Background: an optimization exercise with open tools, aiming at small area. Do not read the settings as production practice.
In this exercise RTL edits were held to simulation tests only and were not proved equivalent to the original.
Power is estimated from default activity; no workload was simulated.

Design car_dashboard_top, start of the top module:
module car_dashboard_top (
    input  wire clk_50mhz,
    input  wire dip_sw8_reset,
    input  wire [5:0] dip_sw_gears,
    input  wire key_accel_n,
    input  wire key_brake_n,
    output wire [7:0] led_rpm,
    output wire [7:0] seg_single,
    output wire [7:0] ar_seg,
    output wire [7:0] ar_sel,
    output wire servo_ctrl,
    output wire piezo_out,
    output wire f_led1_r,
    output wire f_led1_g,
    output wire f_led1_b,
    output wire f_led2_r,
    output wire f_led2_g,
    output wire f_led2_b,
    output wire f_led3_r,
    output wire f_led3_g,
    output wire f_led3_b,
    output wire f_led4_r,
    output wire f_led4_g,
    output wire f_led4_b
);
clock: 120.0 ns
lec_check: 0
abc_area: 1
cap_margin: 20
core_margin: 2
core_utilization: 60
cts_buf_list: sky130_fd_sc_hd__clkbuf_4 sky130_fd_sc_hd__clkbuf_8
cts_cluster_size: 20
gpl_timing_driven: 0
slew_margin: 20
standard.sh (not shown) runs the stock make flow with config.mk's settings and CLKGATE_MAP_FILE= SYNTH_SCRIPT=/design/flow/synth_recipe.tcl, a recipe that flattens the netlist after the stock synthesis.
==> flow/flow/run.sh <==
#!/bin/bash
# Layout flow: the standard flow (standard.sh) with two changes to its
# synthesis, both in the combinational mapping only (registers untouched):
#  - yosys extract_fa is skipped, so adders are mapped by ABC like the rest
#    of the logic instead of being forced onto fa/ha cells;
#  - the final ABC mapping uses flow/abc_area.script (AIG resynthesis with
#    &deepsyn for up to 2 minutes, then area-recovery mapping with &nf)
#    instead of ORFS's abc_area.script.
# The ports are buffered as in the standard flow, with the smallest buffer
# (buf_1) instead of the one ORFS picks. Everything else (floorplan,
# placement, CTS, routing, finishing) is standard.sh unchanged. Each tool's output goes to a log file here.
set -euo pipefail
W=$(pwd)
ABC_SCRIPT="$W/flow/abc_area.script"

# synthesis script: synth_recipe.tcl with the two overrides inserted before
# it sources ORFS's synth.tcl
{
  head -n 1 synth_recipe.tcl
  cat <<EOS
proc extract_fa {args} { puts "flow: extract_fa skipped" }
proc abc {args} {
  set i [lsearch -exact \$args -script]
  if {\$i >= 0} { set args [lreplace \$args [expr {\$i + 1}] [expr {\$i + 1}] $ABC_SCRIPT] }
  set i [lsearch -exact \$args -D]
  if {\$i >= 0} { set args [lreplace \$args \$i [expr {\$i + 1}]] }
  puts "flow: abc \$args"
  yosys abc {*}\$args
}
EOS
  tail -n +2 synth_recipe.tcl
} > flow_synth.tcl

sed "s|SYNTH_SCRIPT=[^ ]*|SYNTH_SCRIPT=$W/flow_synth.tcl BUFFER_PORTS_ARGS='-buffer_cell sky130_fd_sc_hd__buf_1' MIN_BUF_CELL_AND_PORTS='sky130_fd_sc_hd__buf_1 A X' SYNTH_INSBUF=0|" standard.sh > flow_standard.sh
grep -q "SYNTH_SCRIPT=$W/flow_synth.tcl" flow_standard.sh

bash flow_standard.sh > flow_make.log 2>&1
==> flow/flow/abc_area.script <==
strash
&get -n
&fraig -x
&deepsyn -T 120 -S 1
&dch -f
&nf -R 1000 -p
&put
Rerun with:
--- a/flow/flow/run.sh
+++ b/flow/flow/run.sh
@@ -6,7 +6,10 @@
 #  - the final ABC mapping uses flow/abc_area.script (AIG resynthesis with
-#    &deepsyn for up to 2 minutes, then area-recovery mapping with &nf)
+#    &deepsyn for up to 5 minutes, then area-recovery mapping with &nf)
 #    instead of ORFS's abc_area.script.
-# The ports are buffered as in the standard flow, with the smallest buffer
-# (buf_1) instead of the one ORFS picks. Everything else (floorplan,
-# placement, CTS, routing, finishing) is standard.sh unchanged. Each tool's output goes to a log file here.
+# Every port is buffered as in the standard flow, but with the smallest
+# buffer (buf_1) instead of the one ORFS picks, and synthesis uses buf_1 for
+# the buffers it adds where one net drives several output ports.
+# Everything else (floorplan, placement, CTS, routing, finishing) is
+# standard.sh unchanged. The make output goes to flow_make.log here; ORFS
+# writes each step's log under orfs/logs/.
 set -euo pipefail
@@ -33,3 +36,3 @@
 
-sed "s|SYNTH_SCRIPT=[^ ]*|SYNTH_SCRIPT=$W/flow_synth.tcl BUFFER_PORTS_ARGS='-buffer_cell sky130_fd_sc_hd__buf_1' MIN_BUF_CELL_AND_PORTS='sky130_fd_sc_hd__buf_1 A X' SYNTH_INSBUF=0|" standard.sh > flow_standard.sh
+sed "s|SYNTH_SCRIPT=[^ ]*|SYNTH_SCRIPT=$W/flow_synth.tcl BUFFER_PORTS_ARGS='-buffer_cell sky130_fd_sc_hd__buf_1' MIN_BUF_CELL_AND_PORTS='sky130_fd_sc_hd__buf_1 A X'|" standard.sh > flow_standard.sh
 grep -q "SYNTH_SCRIPT=$W/flow_synth.tcl" flow_standard.sh
==> flow/flow/abc_area.script (replaced) <==
strash
&get -n
&fraig -x
&deepsyn -T 300 -S 1
&dch -f
&nf -R 1000 -p
&put
Result: The changed run produced a clean layout; power goes down by roughly a tenth; setup slack is worse by 0.61 ns; register-to-register slack is better by 0.33 ns; sequential power is about the same; sequential cell count stays the same; count of clock-buffer cells in the layout goes up by 1; area after synthesis barely changes; core utilization goes down by 0.62 points; design area goes down slightly.
Rerun with:
--- a/flow/flow/run.sh
+++ b/flow/flow/run.sh
@@ -6,10 +6,7 @@
 #  - the final ABC mapping uses flow/abc_area.script (AIG resynthesis with
-#    &deepsyn for up to 5 minutes, then area-recovery mapping with &nf)
+#    &deepsyn for up to 2 minutes, then area-recovery mapping with &nf)
 #    instead of ORFS's abc_area.script.
-# Every port is buffered as in the standard flow, but with the smallest
-# buffer (buf_1) instead of the one ORFS picks, and synthesis uses buf_1 for
-# the buffers it adds where one net drives several output ports.
-# Everything else (floorplan, placement, CTS, routing, finishing) is
-# standard.sh unchanged. The make output goes to flow_make.log here; ORFS
-# writes each step's log under orfs/logs/.
+# The ports are buffered as in the standard flow, with the smallest buffer
+# (buf_1) instead of the one ORFS picks. Everything else (floorplan,
+# placement, CTS, routing, finishing) is standard.sh unchanged. Each tool's output goes to a log file here.
 set -euo pipefail
==> flow/flow/abc_area.script (replaced) <==
strash
&get -n
&fraig -x
&deepsyn -T 120 -S 1
&dch -f
&nf -R 1000 -p
&put
- CTS_BUF_LIST: sky130_fd_sc_hd__clkbuf_4 sky130_fd_sc_hd__clkbuf_8 -> sky130_fd_sc_hd__clkbuf_8
- CTS_CLUSTER_DIAMETER: default -> 200
- CTS_CLUSTER_SIZE: 20 -> 30
Outcome: Via count stays flat; total power increases by a little under a tenth; global-route usage increases by 0.12 points; sequential cell count is unchanged; utilization increases by 0.62 points; synthesized cell count stays flat; sequential power stays flat; die area increases slightly; design area increases slightly.
Rerun with:
--- a/flow/flow/run.sh
+++ b/flow/flow/run.sh
@@ -6,7 +6,11 @@
 #  - the final ABC mapping uses flow/abc_area.script (AIG resynthesis with
-#    &deepsyn for up to 2 minutes, then area-recovery mapping with &nf)
+#    &deepsyn for up to 5 minutes, then area-recovery mapping with &nf)
 #    instead of ORFS's abc_area.script.
-# The ports are buffered as in the standard flow, with the smallest buffer
-# (buf_1) instead of the one ORFS picks. Everything else (floorplan,
-# placement, CTS, routing, finishing) is standard.sh unchanged. Each tool's output goes to a log file here.
+# Every port is buffered as in the standard flow, but with the smallest
+# buffer (buf_1) instead of the one ORFS picks. Synthesis does not add its
+# own extra buffers where one net drives several output ports
+# (SYNTH_INSBUF=0): the port buffering already gives each port its own.
+# Everything else (floorplan, placement, CTS, routing, finishing) is
+# standard.sh unchanged. The make output goes to flow_make.log here; ORFS
+# writes each step's log under orfs/logs/.
 set -euo pipefail
@@ -33,3 +37,3 @@
 
-sed "s|SYNTH_SCRIPT=[^ ]*|SYNTH_SCRIPT=$W/flow_synth.tcl BUFFER_PORTS_ARGS='-buffer_cell sky130_fd_sc_hd__buf_1' MIN_BUF_CELL_AND_PORTS='sky130_fd_sc_hd__buf_1 A X'|" standard.sh > flow_standard.sh
+sed "s|SYNTH_SCRIPT=[^ ]*|SYNTH_SCRIPT=$W/flow_synth.tcl BUFFER_PORTS_ARGS='-buffer_cell sky130_fd_sc_hd__buf_1' MIN_BUF_CELL_AND_PORTS='sky130_fd_sc_hd__buf_1 A X' SYNTH_INSBUF=0|" standard.sh > flow_standard.sh
 grep -q "SYNTH_SCRIPT=$W/flow_synth.tcl" flow_standard.sh
==> flow/flow/abc_area.script (replaced) <==
strash
&get -n
&fraig -x
&deepsyn -T 300 -S 1
&dch -f
&nf -R 1000 -p
&put
- CTS_BUF_LIST: sky130_fd_sc_hd__clkbuf_8 -> sky130_fd_sc_hd__clkbuf_4 sky130_fd_sc_hd__clkbuf_8
- CTS_CLUSTER_DIAMETER: 200 -> default
- CTS_CLUSTER_SIZE: 30 -> 20
Effect: Cell count shrinks by 4.4%; routed wire length grows by 2.0%; register-to-register slack improves by 0.75 ns.
Rerun with:
--- a/flow/flow/run.sh
+++ b/flow/flow/run.sh
@@ -6,11 +6,6 @@
 #  - the final ABC mapping uses flow/abc_area.script (AIG resynthesis with
-#    &deepsyn for up to 5 minutes, then area-recovery mapping with &nf)
+#    &deepsyn for up to 2 minutes, then area-recovery mapping with &nf)
 #    instead of ORFS's abc_area.script.
-# Every port is buffered as in the standard flow, but with the smallest
-# buffer (buf_1) instead of the one ORFS picks. Synthesis does not add its
-# own extra buffers where one net drives several output ports
-# (SYNTH_INSBUF=0): the port buffering already gives each port its own.
 # Everything else (floorplan, placement, CTS, routing, finishing) is
-# standard.sh unchanged. The make output goes to flow_make.log here; ORFS
-# writes each step's log under orfs/logs/.
+# standard.sh unchanged. Each tool's output goes to a log file here.
 set -euo pipefail
@@ -37,3 +32,3 @@
 
-sed "s|SYNTH_SCRIPT=[^ ]*|SYNTH_SCRIPT=$W/flow_synth.tcl BUFFER_PORTS_ARGS='-buffer_cell sky130_fd_sc_hd__buf_1' MIN_BUF_CELL_AND_PORTS='sky130_fd_sc_hd__buf_1 A X' SYNTH_INSBUF=0|" standard.sh > flow_standard.sh
+sed "s|SYNTH_SCRIPT=[^ ]*|SYNTH_SCRIPT=$W/flow_synth.tcl|" standard.sh > flow_standard.sh
 grep -q "SYNTH_SCRIPT=$W/flow_synth.tcl" flow_standard.sh
==> flow/flow/abc_area.script (replaced) <==
strash
&get -n
&fraig -x
&deepsyn -T 120 -S 1
&dch -f
&nf -R 1000 -p
&put
- GPL_TIMING_DRIVEN: 0 -> default
Effect: Routed wire length increases by 0.38%; register-to-register slack degrades by 0.27 ns; hold slack stays flat; clock-buffer cell count decreases by 2; worst setup slack degrades by 0.31 ns; area after synthesis increases by 3.3%; maximum frequency decreases by 0.61%; non-clock buffer count increases by 5; cell area increases by 5.0%; total power decreases by 5.2%.

-- what the ideal ports hide --
No port has a modelled driver above. Below, the same layouts with a new extraction and two added sets of constraints. Step 1 sets driving cells, clkbuf_16 on the clock port and buf_2 on the other inputs (assumed; they add their load-dependent delay and slew). Step 2 times the ports against the registers' clock, not the clock port: input delays grow and output delays shrink by t, the midpoint of the rising clock arrivals with the driver on. a / b / c = ideal / step 1 / step 2; a / b = the first two.
run | t (ns) | setup WS [ns] | worst data-port slew with drivers (ns)
the first run | 0.394 | 70.655 / 70.635 / 70.635 | 0.03
the second run | 0.377 | 70.044 / 70.025 / 70.025 | 0.03
the third run | 0.397 | 70.679 / 70.659 / 70.659 | 0.03
the fourth run | 0.387 | 70.245 / 70.225 / 70.225 | 0.03
the fifth run | 0.392 | 69.938 / 69.915 / 69.915 | 0.03
After both steps every run listed still meets setup and hold. For the fifth run, which loses most, drivers alone change the setup slack by -0.023 ns; drivers and shift together by -0.023 ns.
